What follows belongs to an exercise in optimizing a design on an open flow for small area; a production flow would make more cautious choices. Function was checked by simulation only, so behaviour that the tests miss may differ from the original. No activity file was given, so power comes from the tool's default toggle rates.

==> flow/design.v (outline; a module is shown in full before it is edited, if it fits) <==
// module fc_lane: 111 lines
// module fc_sum: 61 lines
// module conv_dp: 416 lines
// module pp8: 15 lines
// module fa: 3 lines
// module ha: 3 lines
// module npu: 184 lines
module npu (
    input  logic        clk,
    input  logic        rst_ni,
    input  logic        ena,
    input  logic        wea,
    input  logic [15:0] addra,
    input  logic [31:0] dina,
    output logic [31:0] douta
);
  // ...
==> flow/flow/run.sh <==
#!/bin/bash
# The standard ORFS layout (standard.sh), with different buffering:
#  - each port gets a sky130_fd_sc_hd__buf_1 buffer instead of buffer_ports' default cell;
#  - the constant-1 inputs of the adder cells share one tie cell per module (no tie fanout repair).
# repair_design, CTS and repair_timing run as in the standard flow.
set -euo pipefail
cp config.mk flow_config.mk
cat >> flow_config.mk <<'CFG'
export BUFFER_PORTS_ARGS = -buffer_cell sky130_fd_sc_hd__buf_1
export REMOVE_ABC_BUFFERS = 1
export SKIP_REPAIR_TIE_FANOUT = 1
CFG
sed "s#DESIGN_CONFIG=[^ ]*#DESIGN_CONFIG=$PWD/flow_config.mk#" standard.sh > flow_standard.sh
bash flow_standard.sh > flow_standard.log 2>&1
==> flow/standard.sh <==
#!/bin/bash
# synth_recipe.tcl (not shown) runs the flow's synth.tcl, then flattens the netlist and writes it again
# the make line also repeats each setting of config.mk as NAME=value (left out here)
make -C /OpenROAD-flow-scripts/flow DESIGN_CONFIG=/design/flow/config.mk WORK_HOME=/design/flow/orfs CLKGATE_MAP_FILE= SYNTH_SCRIPT=/design/flow/synth_recipe.tcl "${@:-finish}"
==> flow/config.mk <==
export PLATFORM = sky130hd
export DESIGN_NAME = npu
export DESIGN_NICKNAME = npu
export VERILOG_FILES = /design/flow/design.v
export SDC_FILE = /design/flow/constraint.sdc
export NUM_CORES = 4
export LEC_CHECK = 0
export CAP_MARGIN = 20
export CORE_MARGIN = 2
export CORE_UTILIZATION = 60
export CTS_BUF_LIST = sky130_fd_sc_hd__clkbuf_8
export CTS_CLUSTER_DIAMETER = 80
export CTS_CLUSTER_SIZE = 16
export GPL_TIMING_DRIVEN = 0
export PLACE_DENSITY = 0.75
export SLEW_MARGIN = 20
export SYNTH_HIERARCHICAL = 1
==> flow/constraint.sdc <==
create_clock -name core_clock -period 12.0 [get_ports {clk}]
set_input_delay 2.4000 -clock core_clock [delete_from_list [all_inputs] [get_ports {clk}]]
set_output_delay 2.4000 -clock core_clock [all_outputs]
set_load 0.01 [all_outputs]
==> flow_summary.yaml, run 1 <==
drt:
  top_layer_used: "met5"
  met2_length_mm: 37.5
  via_per_inst: 6.29
  drt_iter0_markers: 1986
finish:
  finalInstanceArea_um2: 30400
  seq_cell_count: 378
  final_core_util_pct: 62.2
  nets: 3000
  buf_share_pct: 1.78
  multi_input_cells: 1811
  drive_gt1_share_pct: 5.54
setup_path:
  reg2reg_to: "conv_x[19]"
  worst-path-buf-inv: 1
  rr_worst_depth: 26
  crit_arrival_ns: 11.91
  cpMostUsedCell: "fa_1"
clock_tree:
  post_cts_resize_count: 0
  clkSlewWorstSetupHoldPaths_ns: 0.12
  cts_tree: "yes"
  cts_buffer_depth: 3
  clock_sink_count: 378
synth:
  ys.warnings.count: 12
  synthDistinctLibCells: 71
  ys_seq_area_share_pct: 31.5
  synth_simple_gate_area_share_pct: 14.6
  synth.top_cell.area_share_pct: 38.1
  synth-edff-count: 177
die:
  start_util_pct: 60.8
  rows: 81
run:
  drv_cap: 0
pwr:
  pg_comb_mw: 0.887
  pwr-share-seq_pct: 48.9
  p_int_mw: 2.13
timing:
  min_period_ns: 11.35
  final_critical_path_setup_slack_ns: 0.654
  slew_headroom_pct: 16.6
  rsz0062_at_grt: "no"
  setup_viol: 0
  slew_violations: 0
global_route:
  antenna_found_initial: 6
  gr-usage-met3_pct: 6.53
  grt_first_pass_wirelength_mm: 122
hold_path:
  min_path_cells: 0
placed_design:
  hpwlAfterDp_mm: 60.1
status:
  status: "complete, no violations"
==> run 2, diff against run 1 <==
--- a/flow/config.mk
+++ b/flow/config.mk
@@ -9,7 +9,7 @@
 export CORE_MARGIN = 2
 export CORE_UTILIZATION = 60
-export CTS_BUF_LIST = sky130_fd_sc_hd__clkbuf_8
-export CTS_CLUSTER_DIAMETER = 80
-export CTS_CLUSTER_SIZE = 16
+export CTS_BUF_LIST = sky130_fd_sc_hd__clkbuf_4 sky130_fd_sc_hd__clkbuf_8
+export CTS_CLUSTER_DIAMETER = 50
+export CTS_CLUSTER_SIZE = 10
 export GPL_TIMING_DRIVEN = 0
 export PLACE_DENSITY = 0.75
==> run 2 against run 1 <==
  * Clock power is 42% higher
  * First-iteration DRC count fell by 3.4%
  * Highest routed layer unchanged
  * Largest cell class unchanged
  * Critical path depth stayed put
==> flow_summary.yaml, run 2 <==
die:
  num_io_pins: 84
  start_util_pct: 60.8
  die_area_um2: 51300
  dieHeight_um: 226
  die_w_um: 226
  core_um2: 48800
  rows: 81
hold_path:
  min-delay-start: "img[52]"
  hold_class: "reg2reg"
  whs_endpoint: "img[60]"
  min_path_cells: 0
finish:
  area_growth_pct: 3.88
  nets: 3019
  top_regs: "acc (72), conv_w (72), img (72)"
  final_common_cell: "fa_1"
  fillers: 3764
  final_cell_mix: "fa_1, nor2_1, dfxtp_1"
  drive_gt1_share_pct: 7.57
  diodes: 0
placed_design:
  hpwlAfterDp_mm: 60.1
  port_buffers: 70
  gp_congestion: 0.986
clock_tree:
  clock_latency_ns: 0.67
  cts_buffers: 49
  htree_levels: 2
  cts_buffer_depth: 3
  clkSlewWorstSetupHoldPaths_ns: 0.08
  post_cts_resize_count: 0
  clock-root-buffer: "clkbuf_8"
  post_cts_buffers: 0
  hold_buffers: 0
  cts_tree: "yes"
  clock_sink_count: 378
pwr:
  power_mw: 3.44
  powerDensity_nw_per_um2: 112
  comb_power_share_pct: 25.8
  p_int_mw: 2.37
  p_leak_nw: 12.7
  power_switching_mw: 1.08
  pwr-share-seq_pct: 44.6
  p_sw_share_pct: 31.2
  clkPwrFrac_pct: 29.6
  vdd_drop_max_uv: 174
synth:
  synthArstFlopShare_pct: 0
  synth_cells: 2408
  synth_seq_cells: 378
  syn_avg_cell_area_um2: 12.3
  yosysTopAreaCell: "fa_1"
  synth.top_cell.area_share_pct: 38.1
  synth_area_leaders: "fa_1, edfxtp_1, dfxtp_1"
  synthFlopType: "dfxtp_1"
  synth-edff-count: 177
  synth_common_cells: "fa_1, nor2_1, dfxtp_1"
  synthDistinctLibCells: 71
  synth.most_common_cell: "fa_1"
  netlist_area_um2: 29700
  ys.warnings.count: 12
  ys_seq_area_share_pct: 31.5
setup_path:
  crit_arrival_ns: 11.81
  required_ns: 12.51
  path_class: "reg2reg"
  max_stage_delay_ns: 1.05
  reg2reg_to: "conv_x[19]"
  path_max_fanout: 61
  critPathCaptureType: "register"
  rr_worst_depth: 26
  reg2reg_from: "take"
  crit_path_top_delay_cell: "mux2i_1"
  rrSetupSlack_ns: 0.70
  start_kind: "register"
  cpMostUsedCell: "fa_1"
timing:
  slew_headroom_pct: 17.9
  fmax_ghz: 0.0885
  setup_viol: 0
  rsz0062_at_grt: "no"
  slew_violations: 0
  timing_hold_violations_final: 0
  fin_tns_setup_ns: 0
  tightest_slew_ns: 1.23
  skew_ns: 0.0623
  min_period_ns: 11.30
  timing.final.crit_share_pct: 94.2
global_route:
  antenna_found_initial: 4
  grt_usage_pct: 32.4
  grt_pass1_vias: 20800
  grt_max_degree: 62
  grt_first_pass_wirelength_mm: 123
  overflow: 0
drt:
  via_per_inst: 6.27
  drt_iter0_markers: 1918
  met2_length_mm: 37.7
  wl_mm: 77.8
  wl_met1_mm: 28.0
  drc_errors: 0
  firstDrtPassIters: 8
  drtAntennaViolNets: 0
  vias: 19100
  top_layer_used: "met5"
  wl_met3_mm: 6.99
  wl_per_cell_um: 25.6
status:
  status: "complete, no violations"
run:
  drv_cap: 0
-- run 2: cell count changes in the layout (fill, tap and decap cells not counted) --
cell        before  now
inv_8            3    1
clkinv_4         0    1
inv_12           0    1
inv_4            0    1
clkinvlp_4       1    2
inv_6            2    4
inv_1           32   16
diode_2          1    0
clkbuf_8        31   52
clkbuf_4         1   26
-- run 2: layer usage --
layer  up-vias  track usage, %
met5         -               0
met4         8            17.3
met3       320            6.70
met2      1075            53.2
met1      9777            40.8
li1       7899               -
-- run 2: worst max-delay path, delay by kind of cell, from the launching register on --
| family | cells | cell delay [ns] |
|---|---|---|
| adder cells (fa/ha/maj) | 21 | 7.99 |
| AND/OR/NAND/NOR | 2 | 1.08 |
| multiplexers | 1 | 1.05 |
| flip-flops | 1 | 0.50 |
| buffers and inverters | 1 | 0.27 |
| XOR/XNOR | 1 | 0.14 |
-- run 2: cell type report --
| type | count | area [um2] | area share [%] |
|---|---|---|---|
| Multi-Input combinational cell | 1811 | 19000 | 61.7 |
| Sequential cell | 378 | 9340 | 30.3 |
| Clock buffer | 77 | 903 | 2.93 |
| Tap cell | 664 | 831 | 2.69 |
| Timing Repair Buffer | 85 | 542 | 1.76 |
| Clock inverter | 11 | 123 | 0.398 |
| Inverter | 17 | 65.1 | 0.211 |
-- run 2: power by group through the flow --
stage,clock network [mW],registers [mW],logic (mW)
after floorplan,0,1.53,0.631
after global placement,0,1.56,0.836
after detailed placement,0,1.56,0.881
after CTS,1.04,1.53,0.902
after global routing,1.09,1.55,1.03
final,1.02,1.53,0.888
-- run 2: kinds of logic after synthesis --
group                      Yosys count  share of synthesized area, %
adders and majority gates          625                          40.6
muxes                               55                          1.89
AOI/OAI and AO/OA                  236                          6.09
DFF                                378                          31.5
xor gates and xnor gates             8                         0.261
and+or+nand+nor                    884                          14.6
other                                3                        0.0379
buffers and inverters              219                          5.05
-- run 2: worst max path at each step --
| stage | start | end | slack [ns] | depth (start not counted) |
|---|---|---|---|---|
| 6_report | take | conv_x[19] | 0.70 | 26 |
| 5_1_grt | take | conv_x[19] | 0.30 | 26 |
| 4_1_cts | take | conv_x[19] | 0.74 | 26 |
| 3_5_place_dp | take | conv_x[19] | 0.83 | 26 |
| 3_3_place_gp | take | conv_x[19] | -0.79 | 24 |
| 2_1_floorplan | take | conv_x[19] | 1.22 | 25 |
-- run 2: per-module statistics from Yosys (local to each module, per instance) --
module	cells inside	flip-flops and latches	times used
pp8	79	0	8
fc_sum	33	0	1
fa	1	0	565
npu	917	378	1
conv_dp	195	0	1
ha	1	0	60
fc_lane	2	0	3
-- run 2: per-stage QoR --
step | worst slack, ns | cells | utilization (%) | instance area, um2 | hold slack, ns
3_5_place_dp | 0.833 | 2954 | 61.0 | 29800 | 0.428
6_report | 0.698 | 3043 | 63.1 | 30800 | 0.443
4_1_cts | 0.740 | 3042 | 63.1 | 30800 | 0.445
5_1_grt | 0.302 | 3043 | 63.1 | 30800 | 0.455
3_3_place_gp | -0.786 | 2940 | 60.1 | 29300 | 0.423
2_1_floorplan | 1.22 | 2206 | - | 28200 | 0.418

-- static timing again, ports no longer ideal --
Ports are ideal in the flow. The routed layouts listed here were re-timed in OpenROAD. Step 1 (the two cells are an assumption about what drives the block):
set clk [get_ports {clk}]
set_driving_cell -lib_cell sky130_fd_sc_hd__clkbuf_16 $clk
set_driving_cell -lib_cell sky130_fd_sc_hd__buf_2 [delete_from_list [all_inputs] $clk]
Step 2 adds t to the input delays and takes it off the output delays; t is the mean of the earliest and latest rising clock arrival at the registers after step 1. Input paths then give back, and output paths get back, about the clock's delay inside the block. Three values: no drivers, after step 1, after step 2; two values: the first two.
| run | shift t [ns] | setup WS [ns] | latest minus earliest clock arrival (ns) |
|---|---|---|---|
| run 1 | 0.712 | 0.654 / 0.654 / 0.654 | 0.048 / 0.048 |
| run 2 | 0.696 | 0.698 / 0.698 / 0.698 | 0.063 / 0.063 |
After both steps every run listed still meets setup and hold.
